Source: an optimization exercise on an open RTL-to-GDS flow (aim: small area, a short achievable clock period and few clock cycles per item). Production flows keep margins and buffers that such runs may drop.
Only simulation tests tie the RTL to the original design; equivalence was not proved.

== build 23 ==
==> flow/design.v (excerpt) <==
module skinny_top (
   output [127:0] cipher_o,
   output reg     done_o,
   input  [127:0] input_i, key_i, tweak1_i, tweak2_i,
   input          clk_i, rst_i, start_i
   ) ;
   reg [127:0] state, tk1, tk2, tk3;
   reg [5:0]   rc;
   reg         busy;    
   wire [127:0] s  [0:2];
   wire [127:0] t1 [0:2];
   wire [127:0] t2 [0:2];
   wire [127:0] t3 [0:2];
   wire [5:0]   c  [0:2];
   assign cipher_o = state;
   assign s[0] = state;
   assign t1[0] = tk1;
   assign t2[0] = tk2;
   assign t3[0] = tk3;
   assign c[0] = rc;
   genvar g;
   generate for (g = 0; g < 2; g = g + 1) begin : rnd
      skinny_round r (.so(s[g+1]), .si(s[g]), .t1(t1[g]), .t2(t2[g]), .t3(t3[g]), .rc(c[g]));
      skinny_tks ts (.t1o(t1[g+1]), .t2o(t2[g+1]), .t3o(t3[g+1]), .t1(t1[g]), .t2(t2[g]), .t3(t3[g]));
      assign c[g+1] = {c[g][4:0], c[g][5]^c[g][4]^1'b1};
   end endgenerate
   always @(posedge clk_i) begin
      if (!rst_i) begin
         done_o <= 1'b1;
         busy <= 1'b0;
         rc <= 6'h01;
      end else if (start_i) begin
         done_o <= 1'b0;
         busy <= 1'b1;
         rc <= 6'h01;
      end else begin
         rc <= c[2];
         if (rc == 6'h2d) begin
            done_o <= 1'b1;
            busy <= 1'b0;
         end
      end
   end
   wire [127:0] ld   = {128{start_i}};
   wire [127:0] run  = {128{busy}};
  ...
Size: about 640 I/O pins, roughly 0.030 sq mm of cells after synthesis.
==> flow/config.mk <==
export PLATFORM = sky130hd
export DESIGN_NAME = skinny_top
export DESIGN_NICKNAME = skinny_top
export VERILOG_FILES = /design/flow/design.v
export SDC_FILE = /design/flow/constraint.sdc
export NUM_CORES = 4
export LEC_CHECK = 0
export ABC_AREA = 1
export CAP_MARGIN = 20
export CORE_MARGIN = 2
export CORE_UTILIZATION = 40
export SLEW_MARGIN = 20
==> flow/constraint.sdc <==
create_clock -name core_clock -period 10.0 [get_ports {clk_i}]
set_input_delay 2.0000 -clock core_clock [delete_from_list [all_inputs] [get_ports {clk_i}]]
set_output_delay 2.0000 -clock core_clock [all_outputs]
set_load 0.01 [all_outputs]
standard.sh (not shown) runs the stock make flow with config.mk's settings and CLKGATE_MAP_FILE= SYNTH_SCRIPT=/design/flow/synth_recipe.tcl, a recipe that flattens the netlist after the stock synthesis.
==> flow/flow/run.sh <==
#!/bin/bash
set -euo pipefail
export BUFFER_PORTS_ARGS="-buffer_cell sky130_fd_sc_hd__buf_1"
bash standard.sh SETUP_SLACK_MARGIN=6 finish > make_finish.log 2>&1
Having completed the whole flow, build 23 delivered a layout that passed the timing, DRC and antenna checks.
Testbench counts of build 23, summed over its fixed seeds: cycles 5,384, items 256.
--- input diff build 23..build 81 ---
# build 23
export LEC_CHECK = 0
export ABC_AREA = 1
export CAP_MARGIN = 20
export CORE_MARGIN = 2
export CORE_UTILIZATION = 40
export SLEW_MARGIN = 20
create_clock -name core_clock -period 10.0 [get_ports {clk_i}]
# build 81
export LEC_CHECK = 0
export CAP_MARGIN = 20
export CORE_MARGIN = 2
export CORE_UTILIZATION = 40
export SLEW_MARGIN = 20
create_clock -name core_clock -period 10.0 [get_ports {clk_i}]
==> flow/flow/run.sh <==
#!/bin/bash
set -euo pipefail
export BUFFER_PORTS_ARGS="-buffer_cell sky130_fd_sc_hd__buf_1"
bash standard.sh SETUP_SLACK_MARGIN=5 finish > make_finish.log 2>&1
- Measured slew at the worst slew-check pin in build 81 is 0.037 ns above build 23.
- The final worst slack of build 81 was inferior to that of build 23.
The inputs of build 28 differ from those of build 81 as listed below.
# build 81
export LEC_CHECK = 0
export CAP_MARGIN = 20
export CORE_MARGIN = 2
export CORE_UTILIZATION = 40
export SLEW_MARGIN = 20
create_clock -name core_clock -period 10.0 [get_ports {clk_i}]
# build 28
export LEC_CHECK = 0
export ABC_AREA = 1
export CAP_MARGIN = 20
export CORE_MARGIN = 2
export CORE_UTILIZATION = 40
export SLEW_MARGIN = 20
create_clock -name core_clock -period 10.0 [get_ports {clk_i}]
==> flow/flow/run.sh <==
#!/bin/bash
set -euo pipefail
export BUFFER_PORTS_ARGS="-buffer_cell sky130_fd_sc_hd__buf_1"
bash standard.sh SETUP_SLACK_MARGIN=6.8 finish > make_finish.log 2>&1
## What came out
- Number of non-clock buffers up 241 in build 28 wrt build 81
- Endpoint required time on the critical path for build 28 is lower than for build 81.
- Register-to-register setup slack up 1.64 ns in build 28 wrt build 81
What build 77 does differently from build 28 at the input level:
# build 28
export LEC_CHECK = 0
export ABC_AREA = 1
export CAP_MARGIN = 20
export CORE_MARGIN = 2
export CORE_UTILIZATION = 40
export SLEW_MARGIN = 20
create_clock -name core_clock -period 10.0 [get_ports {clk_i}]
# build 77
export LEC_CHECK = 0
export CAP_MARGIN = 20
export CORE_MARGIN = 2
export CORE_UTILIZATION = 40
export SLEW_MARGIN = 20
create_clock -name core_clock -period 10.0 [get_ports {clk_i}]
==> flow/flow/run.sh <==
#!/bin/bash
set -euo pipefail
export BUFFER_PORTS_ARGS="-buffer_cell sky130_fd_sc_hd__buf_1"
bash standard.sh SETUP_SLACK_MARGIN=5.5 finish > make_finish.log 2>&1
==> run notes <==
- Diff build 28 -> build 77: minimum period implied by the final worst setup slack picked up an extra 1.24 ns; die boundary width lost 3.5%; largest incremental delay on the critical path picked up an extra 0.32 ns.
- Build 77: final clock period utilization by the worst path 12 points above build 28
- Diff build 28 -> build 77 | least setup slack across all paths after layout | decrease of 1.24 ns
What build 11 does differently from build 77 at the input level:
# build 77
export LEC_CHECK = 0
export CAP_MARGIN = 20
export CORE_MARGIN = 2
export CORE_UTILIZATION = 40
export SLEW_MARGIN = 20
create_clock -name core_clock -period 10.0 [get_ports {clk_i}]
# build 11
export LEC_CHECK = 0
export ABC_AREA = 1
export CAP_MARGIN = 20
export CORE_MARGIN = 2
export CORE_UTILIZATION = 40
export SLEW_MARGIN = 20
create_clock -name core_clock -period 10.0 [get_ports {clk_i}]
==> flow/flow/run.sh <==
#!/bin/bash
set -euo pipefail
export BUFFER_PORTS_ARGS="-buffer_cell sky130_fd_sc_hd__buf_1"
bash standard.sh SETUP_SLACK_MARGIN=0 finish > make_finish.log 2>&1
## What came out
Number of cells traversed by the worst register-to-register path sits lower in build 11 than in build 77.
The higher non-clock buffer count of build 77 and build 11 is in build 77.
No stage failed in build 77, and the final checks on the layout all came back clean.
Build 11 | status: complete | timing, DRC, antenna: pass
Final hold slack in build 11 is 0.013 ns below build 77.
Build 11 vs build 77 on total via count in the routed design: build 11 is the higher one.
In build 11, the relative max-transition margin came out 3.4 points above the value in build 77.
Build 11 vs build 77 — ratio of routed vias to standard cells dropped 0.19.
The final reports for build 11 and build 77 show sequential share of layout area lower in the former.
Looking at post-placement setup slack across build 77 and build 11, the one that comes out higher is build 11.
--- input diff build 11..build 22 ---
==> flow/flow/run.sh <==
#!/bin/bash
set -euo pipefail
export BUFFER_PORTS_ARGS="-buffer_cell sky130_fd_sc_hd__buf_1"
bash standard.sh SETUP_SLACK_MARGIN=6.5 finish > make_finish.log 2>&1
### Flow results
Build 22 -> build 11: register clock-pin slew on the reported worst setup and hold paths flat. Routing usage on met1 in build 22 vs build 11: up 0.49 points. Sort build 11 and build 22 by worst hold margin, ascending, and build 22 comes first. Route | build 22 vs build 11 | wire longer in build 22. Going from build 11 to build 22, fraction of the core area covered by cells at the end of the flow grows by 2.3 points.

========
Another version of the RTL of skinny_top (not shown whole).
Size in the first run: ~4300 cells after synthesis, ~0.031 sq mm of cells after synthesis.
// skinny_top
module skinny_top (
   output [127:0] cipher_o,
   output reg     done_o,
   input  [127:0] input_i, key_i, tweak1_i, tweak2_i,
   input          clk_i, rst_i, start_i
   ) ;
   reg [127:0] state, tk1, tk2, tk3;
   reg [5:0]   rc;
   reg         busy;    
   wire [127:0] s  [0:2];
   wire [127:0] t1 [0:2];
   wire [127:0] t2 [0:2];
   wire [127:0] t3 [0:2];
   wire [5:0]   c  [0:2];
   assign cipher_o = state;
   assign s[0] = state;
   assign t1[0] = tk1;
   assign t2[0] = tk2;
   assign t3[0] = tk3;
   assign c[0] = rc;
   genvar g;
   generate for (g = 0; g < 2; g = g + 1) begin : rnd
      skinny_round r (.so(s[g+1]), .si(s[g]), .t1(t1[g]), .t2(t2[g]), .t3(t3[g]), .rc(c[g]));
==> flow/config.mk <==
export PLATFORM = sky130hd
export DESIGN_NAME = skinny_top
export DESIGN_NICKNAME = skinny_top
export VERILOG_FILES = /design/flow/design.v
export SDC_FILE = /design/flow/constraint.sdc
export NUM_CORES = 4
export LEC_CHECK = 0
export ABC_AREA = 1
export CAP_MARGIN = 20
export CORE_MARGIN = 2
export CORE_UTILIZATION = 60
export CTS_CLUSTER_DIAMETER = 100
export CTS_CLUSTER_SIZE = 20
export SLEW_MARGIN = 20
==> flow/constraint.sdc <==
create_clock -name core_clock -period 10.0 [get_ports {clk_i}]
set_input_delay 2.0000 -clock core_clock [delete_from_list [all_inputs] [get_ports {clk_i}]]
set_output_delay 2.0000 -clock core_clock [all_outputs]
set_load 0.01 [all_outputs]
==> flow/flow/run.sh <==
#!/bin/bash
set -euo pipefail
export BUFFER_PORTS_ARGS="-buffer_cell sky130_fd_sc_hd__buf_1"
export MY_ABC_SCRIPT="$PWD/flow/abc_map.script"
bash standard.sh SYNTH_SCRIPT="$PWD/flow/my_synth.tcl" SETUP_SLACK_MARGIN=6.5 finish > make_finish.log 2>&1
==> flow/flow/abc_map.script <==
strash
dch
map -B 0.9
topo
stime -c
buffer -c
upsize -c
dnsize -c
==> flow/flow/my_synth.tcl <==
proc synth {args} { yosys synth -nofsm -noshare {*}$args }
# Same as the standard flow's synthesis script, except that ABC's mapping script can be replaced
# by the file named in MY_ABC_SCRIPT.
proc abc {args} {
  if {[info exists ::env(MY_ABC_SCRIPT)] && $::env(MY_ABC_SCRIPT) ne ""} {
    set i [lsearch -exact $args -script]
    if {$i >= 0} { lset args [expr {$i + 1}] $::env(MY_ABC_SCRIPT) }
  }
  yosys abc {*}$args
}
source $::env(SCRIPTS_DIR)/synth.tcl
# left out here: clear keep_hierarchy, flatten, clean up, hide names made inside functions, write 1_2_yosys.v
Testbench counts at the start, summed over its fixed seeds: cycles 5,384, items 256.
==> next run, changes <==
==> flow/flow/run.sh (replaced) <==
#!/bin/bash
set -euo pipefail
export BUFFER_PORTS_ARGS="-buffer_cell sky130_fd_sc_hd__buf_1"
export MY_ABC_SCRIPT="$PWD/flow/abc_map.script"
bash standard.sh SYNTH_SCRIPT="$PWD/flow/my_synth.tcl" SETUP_SLACK_MARGIN=6.6 finish > make_finish.log 2>&1
After rerunning:
- The new run finished clean
- global-route usage rose by 0.24 points
- setup slack gets better by 0.10 ns
- routed wire length climbs slightly
- flip-flop and latch count is unchanged
- design area grows slightly
==> next run, changes <==
==> flow/flow/run.sh (replaced) <==
#!/bin/bash
set -euo pipefail
export BUFFER_PORTS_ARGS="-buffer_cell sky130_fd_sc_hd__buf_1"
export MY_ABC_SCRIPT="$PWD/flow/abc_map.script"
bash standard.sh SYNTH_SCRIPT="$PWD/flow/my_synth.tcl" SETUP_SLACK_MARGIN=6.5 finish > make_finish.log 2>&1
Settings changed: CORE_UTILIZATION 60 to 70, CTS_CLUSTER_DIAMETER 100 to not set, CTS_CLUSTER_SIZE 20 to not set.
Outcome: Now the flow stopped in global routing (5_1_grt) on GRT-0116. Area after synthesis stays the same. Synthesized cell count does not change.
==> next run, changes <==
Settings changed: CORE_UTILIZATION 70 to 60.
The changed run finished clean.
Synthesized cell count stays the same.
Synthesized area stays the same.

========
Setup of v48:
The RTL this note starts from:
==> flow/design.v <==
module skinny_top (
   output [127:0] cipher_o,
   output reg     done_o,
   input  [127:0] input_i, key_i, tweak1_i, tweak2_i,
   input          clk_i, rst_i, start_i
   ) ;
   reg [127:0] state, tk1, tk2, tk3;
   reg [5:0]   rc;
   reg         busy;    
   wire [127:0] s  [0:2];
   wire [127:0] t1 [0:2];
   wire [127:0] t2 [0:2];
   wire [127:0] t3 [0:2];
   wire [5:0]   c  [0:2];
   assign cipher_o = state;
   assign s[0] = state;
   assign t1[0] = tk1;
   assign t2[0] = tk2;
   assign t3[0] = tk3;
   assign c[0] = rc;
   genvar g;
   generate for (g = 0; g < 2; g = g + 1) begin : rnd
      skinny_round r (.so(s[g+1]), .si(s[g]), .t1(t1[g]), .t2(t2[g]), .t3(t3[g]), .rc(c[g]));
      skinny_tks ts (.t1o(t1[g+1]), .t2o(t2[g+1]), .t3o(t3[g+1]), .t1(t1[g]), .t2(t2[g]), .t3(t3[g]));
      assign c[g+1] = {c[g][4:0], c[g][5]^c[g][4]^1'b1};
   end endgenerate
   always @(posedge clk_i) begin
      if (!rst_i) begin
         done_o <= 1'b1;
         busy <= 1'b0;
         rc <= 6'h01;
      end else if (start_i) begin
         done_o <= 1'b0;
         busy <= 1'b1;
         rc <= 6'h01;
      end else begin
         rc <= c[2];
         if (rc == 6'h2d) begin
            done_o <= 1'b1;
            busy <= 1'b0;
         end
      end
   end
   wire [127:0] run  = {128{busy}};
   wire [127:0] idle = {128{done_o}};
   wire [127:0] nxt = (run & s[2]) | (idle & state);
   always @(posedge clk_i) begin
      state <= start_i ? input_i : nxt;
   end
   always @(posedge clk_i) begin
      tk1 <= (idle & tweak1_i) | (run & t1[2]);
      tk2 <= (idle & tweak2_i) | (run & t2[2]);
      tk3 <= (idle & key_i)    | (run & t3[2]);
   end
endmodule
module skinny_round (
   output [127:0] so,
   input  [127:0] si, t1, t2, t3,
   input  [5:0]   rc
   ) ;
   wire [127:0] sb, atk;
   wire [31:0]  r0, r1, r2, r3, x02;
   genvar i;
   generate for (i = 0; i < 16; i = i + 1) begin : sbl
      skinny_sbox8_logic sb8 (.so(sb[8*i+7:8*i]), .si(si[8*i+7:8*i]));
   end endgenerate
   assign atk = sb ^ {t1[127:64] ^ t2[127:64] ^ t3[127:64], 64'h0} ^
                {4'h0, rc[3:0], 24'h0, 6'h0, rc[5:4], 24'h0, 8'h02, 56'h0};
   assign r0 = atk[127:96];
   assign r1 = {atk[71:64], atk[95:72]};
   assign r2 = {atk[47:32], atk[63:48]};
   assign r3 = {atk[23:0],  atk[31:24]};
   assign x02 = r0 ^ r2;
   assign so = {x02 ^ r3, r0, r1 ^ r2, x02};
endmodule
module skinny_tks (
   output [127:0] t1o, t2o, t3o,
   input  [127:0] t1, t2, t3
   ) ;
   wire [127:0] p1, p2, p3;
   skinny_perm pm1 (.ko(p1), .ki(t1));
   skinny_perm pm2 (.ko(p2), .ki(t2));
   skinny_perm pm3 (.ko(p3), .ki(t3));
   assign t1o = p1;
   genvar i;
   generate for (i = 8; i < 16; i = i + 1) begin : lf
      assign t2o[8*i+7:8*i] = {p2[8*i+6:8*i], p2[8*i+7] ^ p2[8*i+5]};
      assign t3o[8*i+7:8*i] = {p3[8*i] ^ p3[8*i+6], p3[8*i+7:8*i+1]};
   end endgenerate
   assign t2o[63:0] = p2[63:0];
   assign t3o[63:0] = p3[63:0];
endmodule
module skinny_perm (
   output [127:0] ko,
   input  [127:0] ki
   ) ;
   assign ko = {ki[ 55: 48], ki[  7:  0], ki[ 63: 56], ki[ 23: 16],
                ki[ 47: 40], ki[ 15:  8], ki[ 31: 24], ki[ 39: 32],
                ki[127:120], ki[119:112], ki[111:104], ki[103: 96],
                ki[ 95: 88], ki[ 87: 80], ki[ 79: 72], ki[ 71: 64]};
endmodule
module skinny_sbox8_logic (
   output [7:0] so,
   input  [7:0] si
   ) ;
   wire [7:0] a;
   assign a[0] = ~(si[7] | si[6]) ^ si[4];
   assign a[1] = ~(si[3] | si[2]) ^ si[0];
   assign a[2] = ~(si[2] | si[1]) ^ si[6];
   assign a[3] = a[1] ? si[5] : ~(a[0] ^ si[5]);
   assign a[4] = si[3] ? si[1] : ~(a[1] ^ si[1]);
   assign a[5] = a[3] ? si[7] : ~(a[2] ^ si[7]);
   assign a[6] = a[0] ? si[3] : ~(a[3] ^ si[3]);
   assign a[7] = a[5] ? si[2] : ~(a[4] ^ si[2]);
   assign so = {a[3], a[0], a[1], a[6], a[4], a[2], a[5], a[7]};
endmodule
Settings: LEC_CHECK=0, ABC_AREA=1, CAP_MARGIN=20, CORE_MARGIN=2, CORE_UTILIZATION=60, CTS_CLUSTER_DIAMETER=100, CTS_CLUSTER_SIZE=20, PLACE_DENSITY=0.72, SLEW_MARGIN=20; clock period 10.0 ns.
==> flow/flow/run.sh <==
#!/bin/bash
set -euo pipefail
export BUFFER_PORTS_ARGS="-buffer_cell sky130_fd_sc_hd__buf_1"
export MY_ABC_SCRIPT="$PWD/flow/abc_map.script"
bash standard.sh SYNTH_SCRIPT="$PWD/flow/my_synth.tcl" SETUP_SLACK_MARGIN=6.6 finish > make_finish.log 2>&1
==> flow/flow/abc_map.script <==
strash
dch
map -B 0.9 -D 4500
topo
stime -c
buffer -c
upsize -c
dnsize -c
Scripts as last shown in full above: flow/flow/my_synth.tcl
v48: full flow OK, the timing, DRC and antenna checks passed
Testbench counts of v48, summed over its fixed seeds: cycles 5,384, items 256.
Input-level comparison between v26 and v48:
==> flow/flow/abc_map.script <==
strash
dch
map -B 0.9
topo
stime -c
buffer -c
upsize -c
dnsize -c
--- outcome ---
- v26 and v48 ended up with nearly the same sequential share of cell area.
- v26 contains more vias than v48.
- Relative to v48, the number of signal-net inverters in the final layout measured on v26 has increased by a few percent.
- Changes observed in v26 relative to v48: fraction of final layout cells with drive strength greater than 1 decreased 2.9 points; utilization lower; final area held steady.
- When the final numbers for v26 and v48 were put side by side, the final cell count turned out to be smaller in v48.
- Later-pin clock latency in the skew report across v26 and v48: no real change.
For v9, these inputs were changed with respect to v26:
# v26
export LEC_CHECK = 0
export ABC_AREA = 1
export CAP_MARGIN = 20
export CORE_MARGIN = 2
export CORE_UTILIZATION = 60
export CTS_CLUSTER_DIAMETER = 100
export CTS_CLUSTER_SIZE = 20
export PLACE_DENSITY = 0.72
export SLEW_MARGIN = 20
create_clock -name core_clock -period 10.0 [get_ports {clk_i}]
# v9
export LEC_CHECK = 0
export ABC_AREA = 1
export CAP_MARGIN = 20
export CORE_MARGIN = 2
export CORE_UTILIZATION = 60
export SLEW_MARGIN = 20
create_clock -name core_clock -period 10.0 [get_ports {clk_i}]
==> flow/flow/run.sh <==
#!/bin/bash
set -euo pipefail
export BUFFER_PORTS_ARGS="-buffer_cell sky130_fd_sc_hd__buf_1"
export MY_ABC_SCRIPT="$PWD/flow/abc_map.script"
bash standard.sh SYNTH_SCRIPT="$PWD/flow/my_synth.tcl" SETUP_SLACK_MARGIN=6.5 finish > make_finish.log 2>&1
==> flow/flow/abc_map.script <==
strash
dch
map -B 0.9 -D 4500
topo
stime -c
buffer -c
upsize -c
dnsize -c
### Flow results
In the reports for v26 and v9, the smaller number of buffers inserted during clock tree synthesis belongs to v26. Synthesized area went down by a few percent going from v26 to v9. The worst-case hold slack was comparable across v26 and v9.

==> re-timing with driven ports <==
No port has a modelled driver above. Below, the same layouts with a new extraction and two added sets of constraints.
Step 1 assumes that a clkbuf_16 drives the clock port and a buf_2 every other input.
Step 2, shift: input delay + t, output delay - t, t = (earliest + latest rising clock arrival at the registers) / 2. This alone moves slack from input paths to output paths.
a / b / c = ideal ports / drivers / drivers and shift; a / b = the first two.
run	shift t [ns]	slack for setup (ns)	hold slack, ns	cell pins on the clock port's net
build 23	0.693	6.057 / 6.057 / 5.803	0.458 / 0.458 / 0.458	1
build 81	0.687	5.104 / 5.104 / 5.104	0.471 / 0.471 / 0.471	1
build 28	0.696	6.721 / 6.656 / 6.174	0.470 / 0.470 / 0.470	1
build 77	0.684	5.484 / 5.484 / 5.484	0.475 / 0.475 / 0.475	1
build 11	0.692	5.817 / 5.815 / 5.781	0.461 / 0.461 / 0.461	1
build 22	0.694	6.512 / 6.512 / 5.935	0.455 / 0.455 / 0.455	1
the first run of note 2	0.716	6.469 / 6.424 / 6.127	0.465 / 0.465 / 0.465	1
the second run of note 2	0.717	6.569 / 6.505 / 6.100	0.465 / 0.465 / 0.465	1
the fourth run of note 2	0.696	6.506 / 6.497 / 6.093	0.459 / 0.459 / 0.459	1
v48	0.707	6.566 / 6.511 / 6.021	0.443 / 0.443 / 0.443	1
v26	0.724	6.572 / 6.515 / 6.162	0.462 / 0.462 / 0.462	1
v9	0.691	6.425 / 6.425 / 5.954	0.461 / 0.461 / 0.461	1
After both steps every run listed still meets setup and hold. The setup slack of build 22, which loses most, moves by 0.000 ns with the drivers and by -0.577 ns with both steps.
